This design comes from an exercise in tuning for small area, a short achievable clock period and few clock cycles per item on the open sky130 flow, not from production work.
Only simulation tests tie the RTL to the original design; equivalence was not proved.
Power and IR drop assume default switching activity.

v34:
// prince_top
module prince_top (
    input  wire         clk       ,
    input  wire         reset     ,
    input  wire         start     ,
    input  wire [191:0] plaintext ,
    input  wire [383:0] key       ,
    output reg          done      ,
    output wire [191:0] ciphertext
);
Size: about 34000 um2 of cells after synthesis.
clock: 6.5 ns
lec_check: 0
cap_margin: 20
core_margin: 2
core_utilization: 55
setup_slack_margin: 2.5
slew_margin: 20
standard.sh (not shown) runs the stock make flow with config.mk's settings and CLKGATE_MAP_FILE= SYNTH_SCRIPT=/design/flow/synth_recipe.tcl, a recipe that flattens the netlist after the stock synthesis.
==> flow/flow/run.sh <==
#!/bin/bash
# Standard ORFS layout with two changes:
#  - synthesis maps the logic with flow/area.abc, an area-oriented ABC script,
#    in place of ORFS's speed script (everything else in the standard
#    synthesis, synth_recipe.tcl, is unchanged, so the registers are the same);
#  - the port buffers that buffer_ports inserts are the smallest plain buffer
#    (repair may still resize them).
set -euo pipefail
work=$(pwd)
{
  echo "proc abc {args} {"
  echo "  set i [lsearch -exact \$args -script]"
  echo "  if {\$i >= 0} { lset args [expr {\$i + 1}] $work/flow/area.abc }"
  echo "  yosys abc {*}\$args"
  echo "}"
  cat synth_recipe.tcl
} > own_synth.tcl
export BUFFER_PORTS_ARGS="-buffer_cell sky130_fd_sc_hd__buf_1"
bash standard.sh SYNTH_SCRIPT="$work/own_synth.tcl" finish > standard_flow.log 2>&1
==> flow/flow/area.abc <==
&get -n
&st
&dch
&nf
&put
Testbench counts of v34, summed over its fixed seeds: cycles 7,296, items 192.
### v34 -> v30
==> flow/run.sh (new file) <==
#!/bin/bash
# synth_recipe.tcl (not shown) runs the flow's synth.tcl, then flattens the netlist and writes it again
# the make line also repeats each setting of config.mk as NAME=value (left out here)
make -C /OpenROAD-flow-scripts/flow DESIGN_CONFIG=/design/flow/config.mk WORK_HOME=/design/flow/orfs CLKGATE_MAP_FILE= SYNTH_SCRIPT=/design/flow/synth_recipe.tcl finish
-- flow/config.mk --
<<< v34, line 10
export CORE_UTILIZATION = 55
export SETUP_SLACK_MARGIN = 2.5
export SLEW_MARGIN = 20
>>> v30, line 10
export CORE_UTILIZATION = 55
export SETUP_SLACK_MARGIN = 3.5
export SLEW_MARGIN = 20
removed: flow/flow/run.sh
removed: flow/flow/area.abc
removed: flow/standard.sh
Findings:
FAIL v30 @ global routing (5_1_grt): tool exited with error. Cell count after synthesis went up by more than 10% going from v34 to v30. v34 has a lower number of post-CTS setup repair buffers than v30. Count of distinct cell types in the synthesized netlist (v34 / v30): 0.58. Note that the area after synthesis recorded for v30 amounts to 1.17 times the value seen in v34. Note that the synthesized net count recorded for v34 amounts to 0.838 times the value seen in v30. Count of standard-cell rows, v30 and v34, lower one = v34. v30 ended up with a higher floorplan die height than v34 did.
Setup changes, v30 to v8
==> flow/flow/run.sh (new file) <==
#!/bin/bash
# Standard ORFS layout with two changes:
#  - synthesis maps the logic with flow/area.abc, an area-oriented ABC script,
#    in place of ORFS's speed script (everything else in the standard
#    synthesis, synth_recipe.tcl, is unchanged, so the registers are the same);
#  - the port buffers that buffer_ports inserts are the smallest plain buffer
#    (repair may still resize them).
set -euo pipefail
work=$(pwd)
{
  echo "proc abc {args} {"
  echo "  set i [lsearch -exact \$args -script]"
  echo "  if {\$i >= 0} { lset args [expr {\$i + 1}] $work/flow/area.abc }"
  echo "  yosys abc {*}\$args"
  echo "}"
  cat synth_recipe.tcl
} > own_synth.tcl
export BUFFER_PORTS_ARGS="-buffer_cell sky130_fd_sc_hd__buf_1"
bash standard.sh SYNTH_SCRIPT="$work/own_synth.tcl" finish > standard_flow.log 2>&1
==> flow/flow/area.abc (new file) <==
&get -n
&st
&dch
&nf
&put
==> flow/standard.sh (new file) <==
#!/bin/bash
# synth_recipe.tcl (not shown) runs the flow's synth.tcl, then flattens the netlist and writes it again
# the make line also repeats each setting of config.mk as NAME=value (left out here)
make -C /OpenROAD-flow-scripts/flow DESIGN_CONFIG=/design/flow/config.mk WORK_HOME=/design/flow/orfs CLKGATE_MAP_FILE= SYNTH_SCRIPT=/design/flow/synth_recipe.tcl "${@:-finish}"
-- flow/config.mk --
<<< v30, line 10
export CORE_UTILIZATION = 55
export SETUP_SLACK_MARGIN = 3.5
export SLEW_MARGIN = 20
>>> v8, line 10
export CORE_UTILIZATION = 55
export SETUP_SLACK_MARGIN = 2.8
export SLEW_MARGIN = 20
removed: flow/run.sh
[summary]
Compared with v30, in v8 average size of a mapped cell grew by about 4.4%; horizontal extent of the die shrank by 7.6%; mux contribution to synthesized area shrank by 0.74 points; overall die height shrank by 21 um.
Looking at synthesized net count, v8 sits below v30.
Cmp v8 vs v30: synthesized cell count lower in v8
v8 vs v30, adder and majority gate portion of the synthesized area went up by 0.26 points.
On initial core utilization, the lower figure sits with v30, not v8.
Both conditions hold for v8: the flow ran to the end and the final layout passed the timing, DRC and antenna checks.
Area of the mapped netlist ended up 15% lower on v8 than on v30.
Against v30, v8 comes in 6.1 points higher on area fraction in compound gates after synthesis.

* * *

== before ==
prince_top, a different RTL version from the one above (not shown whole).
Size: about 3600 cells after synthesis, roughly 250 flip-flops, roughly 33000 µm² of cells after synthesis.
==> flow/design.v (excerpt) <==
module prince_top (
    input  wire         clk       ,
    input  wire         reset     ,
    input  wire         start     ,
    input  wire [191:0] plaintext ,
    input  wire [383:0] key       ,
    output reg          done      ,
    output wire [191:0] ciphertext
);
clock: 6.5 ns
lec_check: 0
cap_margin: 5
core_margin: 2
core_utilization: 55
setup_slack_margin: 2.5
slew_margin: 5
==> flow/flow/run.sh <==
#!/bin/bash
# Standard ORFS layout with two changes:
#  - synthesis maps the logic with flow/area.abc, an area-oriented ABC script,
#    in place of ORFS's speed script (everything else in the standard
#    synthesis, synth_recipe.tcl, is unchanged, so the registers are the same);
#  - the port buffers that buffer_ports inserts are the smallest plain buffer
#    (repair may still resize them).
set -euo pipefail
work=$(pwd)
{
  echo "proc abc {args} {"
  echo "  set i [lsearch -exact \$args -script]"
  echo "  if {\$i >= 0} { lset args [expr {\$i + 1}] $work/flow/area.abc }"
  echo "  yosys abc {*}\$args"
  echo "}"
  cat synth_recipe.tcl
} > own_synth.tcl
export BUFFER_PORTS_ARGS="-buffer_cell sky130_fd_sc_hd__buf_1"
bash standard.sh SYNTH_SCRIPT="$work/own_synth.tcl" finish > standard_flow.log 2>&1
==> flow/flow/area.abc <==
&get -n
&st
&dch
&nf
&put
Testbench counts of before, summed over its fixed seeds: cycles 7,104, items 192.
Input changes introduced in after (baseline for comparison: before):
# before
export LEC_CHECK = 0
export CAP_MARGIN = 5
export CORE_MARGIN = 2
export CORE_UTILIZATION = 55
export SETUP_SLACK_MARGIN = 2.5
export SLEW_MARGIN = 5
create_clock -name core_clock -period 6.5 [get_ports {clk}]
# after
export LEC_CHECK = 0
export CAP_MARGIN = 20
export CORE_MARGIN = 2
export CORE_UTILIZATION = 62
export SETUP_SLACK_MARGIN = 2.5
export SLEW_MARGIN = 20
create_clock -name core_clock -period 6.5 [get_ports {clk}]
--- outcome ---
When after is set beside before, its setup slack of the critical path after layout turns out to be 0.096 ns smaller. Initial core utilization delta for after relative to before: 6.9 points higher. Flip-flop and latch share of the layout cell area delta (before -> after): insignificant. Measured against each other, after and before differ in routing usage on met1, the higher figure coming from after. after reports its startpoint of the most critical setup path as shared_state[5] while before reports shared_state[41]. Sort after and before by highest achievable clock rate, ascending, and after comes first. after vs. before: shortest clock period the worst path allows after layout went up by 0.096 ns.

* * *

prince_top again, from the RTL that the note above started with.
Design prince_top, start of the top module:
module prince_top (
    input  wire         clk       ,
    input  wire         reset     ,
    input  wire         start     ,
    input  wire [191:0] plaintext ,
    input  wire [383:0] key       ,
    output reg          done      ,
    output wire [191:0] ciphertext
);
clock: 6.5 ns
lec_check: 0
cap_margin: 20
core_margin: 2
core_utilization: 55
place_density: 0.8
setup_slack_margin: 2.5
slew_margin: 20
Scripts as last shown in full above: flow/flow/run.sh, flow/flow/area.abc
The starting point went through all stages and came out clean.
Testbench counts at the start, summed over its fixed seeds: cycles 7,104, items 192.
Next try:
Settings changed: PLACE_DENSITY 0.8 to unset, SETUP_SLACK_MARGIN 2.5 to 3.0.
The new run finished but failed the layout checks on max-capacitance violations, max-slew violations.
Via count came out higher by 15%.
Worst setup slack gains 270 ps.
Clock-buffer cell count rises by 11.
Total power went up by 39%.
Final cell count grows by 11%.
Cell area rises by 27%.
Routed wire length climbs by 19%.
Non-clock buffer count came out higher by 603.
Fmax goes up by 6.9%.
First-iteration DRC count grows by 29%.

* * *

RTL: one of the versions met above, not the one the previous note started from.
Size: roughly 4600 cells after synthesis.
Settings: LEC_CHECK=0, CAP_MARGIN=20, CORE_MARGIN=2, CORE_UTILIZATION=55, SETUP_SLACK_MARGIN=2.5, SLEW_MARGIN=20; clock period 6.5 ns.
run.sh (not shown) runs the stock make flow with config.mk's settings and CLKGATE_MAP_FILE= SYNTH_SCRIPT=/design/flow/synth_recipe.tcl, a recipe that flattens the netlist after the stock synthesis.
Stock flow here: none of the scripts above is used.
The first run completed without violations.
Testbench counts at the start, summed over its fixed seeds: cycles 7,296, items 192.
Change:
--- a/flow/config.mk
+++ b/flow/config.mk
@@ -9,4 +9,4 @@
 export CORE_MARGIN = 2
 export CORE_UTILIZATION = 55
-export SETUP_SLACK_MARGIN = 2.5
+export SETUP_SLACK_MARGIN = 0.4
 export SLEW_MARGIN = 20
The changed run finished clean.
Wire length falls by 1.0%.
Core utilization falls by 2.0 points.
Design area falls by 2.8%.
Clock-buffer cell count is unchanged.
Clock skew is about the same.
Setup slack got worse by 1000 ps.
Global-route usage falls by 0.18 points.
Critical path depth rises by 1.
Fmax falls by 20%.

* * *

## the reference run
prince_top again, from the RTL that the note above started with.
## prince_top
module prince_top (
    input  wire         clk       ,
    input  wire         reset     ,
    input  wire         start     ,
    input  wire [191:0] plaintext ,
    input  wire [383:0] key       ,
    output reg          done      ,
    output wire [191:0] ciphertext
);
==> flow/config.mk <==
export PLATFORM = sky130hd
export DESIGN_NAME = prince_top
export DESIGN_NICKNAME = prince_top
export VERILOG_FILES = /design/flow/design.v
export SDC_FILE = /design/flow/constraint.sdc
export NUM_CORES = 4
export LEC_CHECK = 0
export CAP_MARGIN = 20
export CORE_MARGIN = 2
export CORE_UTILIZATION = 45
export SETUP_SLACK_MARGIN = 3.3
export SLEW_MARGIN = 20
==> flow/constraint.sdc <==
create_clock -name core_clock -period 6.5 [get_ports {clk}]
set_input_delay 1.3000 -clock core_clock [delete_from_list [all_inputs] [get_ports {clk}]]
set_output_delay 1.3000 -clock core_clock [all_outputs]
set_load 0.01 [all_outputs]
standard.sh (not shown) runs the stock make flow with config.mk's settings and CLKGATE_MAP_FILE= SYNTH_SCRIPT=/design/flow/synth_recipe.tcl, a recipe that flattens the netlist after the stock synthesis.
Scripts as last shown in full above: flow/flow/run.sh, flow/flow/area.abc
Testbench counts of the reference run, summed over its fixed seeds: cycles 7,296, items 192.
Inputs modified between the reference run and the trial run:
Settings: a change of CORE_UTILIZATION from 45 to 55; a change of SETUP_SLACK_MARGIN from 3.3 to 3.0.
[summary]
- The trial run ended with every stage complete and zero timing, DRC or antenna violations.
- Average wire per standard cell in the trial run vs the reference run: up 0.37%
- Maximum level of the CTS H-tree ended up 1 lower on the trial run than on the reference run.
- In the trial run, the die area came out 18% below the value in the reference run.
- Sort the trial run and the reference run by power desc -> top: the reference run

separate check: timing with driven ports:
No port has a modelled driver above. Below, the same layouts with a new extraction and two added sets of constraints. Step 1 assumes that a clkbuf_16 drives the clock port and a buf_2 every other input. Step 2 moves the port delays by t, midway between the first and last clock arrival at a register: inputs arrive t later, outputs are due t later. That takes back most of the time a late clock gives input paths. Three values: ideal, step 1, step 2; two values: the first two.
run	t, ns	slack for setup (ns)	hold WS [ns]	latest minus earliest clock arrival (ns)
v34	0.626	2.425 / 2.425 / 2.224	0.452 / 0.452 / 0.452	0.023 / 0.022
v8	0.679	2.787 / 2.787 / 2.391	0.452 / 0.452 / 0.452	0.026 / 0.025
before	0.628	2.495 / 2.431 / 1.997	0.454 / 0.454 / 0.454	0.032 / 0.032
after	0.633	2.399 / 2.334 / 2.055	0.452 / 0.452 / 0.452	0.039 / 0.039
the first run of note 3	0.625	2.369 / 2.306 / 2.056	0.445 / 0.445 / 0.445	0.029 / 0.029
the second run of note 3	0.649	2.635 / 2.565 / 2.193	0.487 / 0.487 / 0.487	0.028 / 0.027
the first run of note 4	0.693	2.513 / 2.513 / 1.914	0.445 / 0.445 / 0.445	0.017 / 0.018
the second run of note 4	0.690	1.488 / 1.488 / 1.488	0.444 / 0.444 / 0.444	0.021 / 0.021
the reference run	0.627	3.095 / 3.095 / 2.520	0.456 / 0.456 / 0.456	0.024 / 0.024
the trial run	0.690	2.908 / 2.908 / 2.291	0.451 / 0.451 / 0.451	0.024 / 0.024
For the trial run, which loses most, drivers alone change the setup slack by 0.000 ns; drivers and shift together by -0.617 ns.
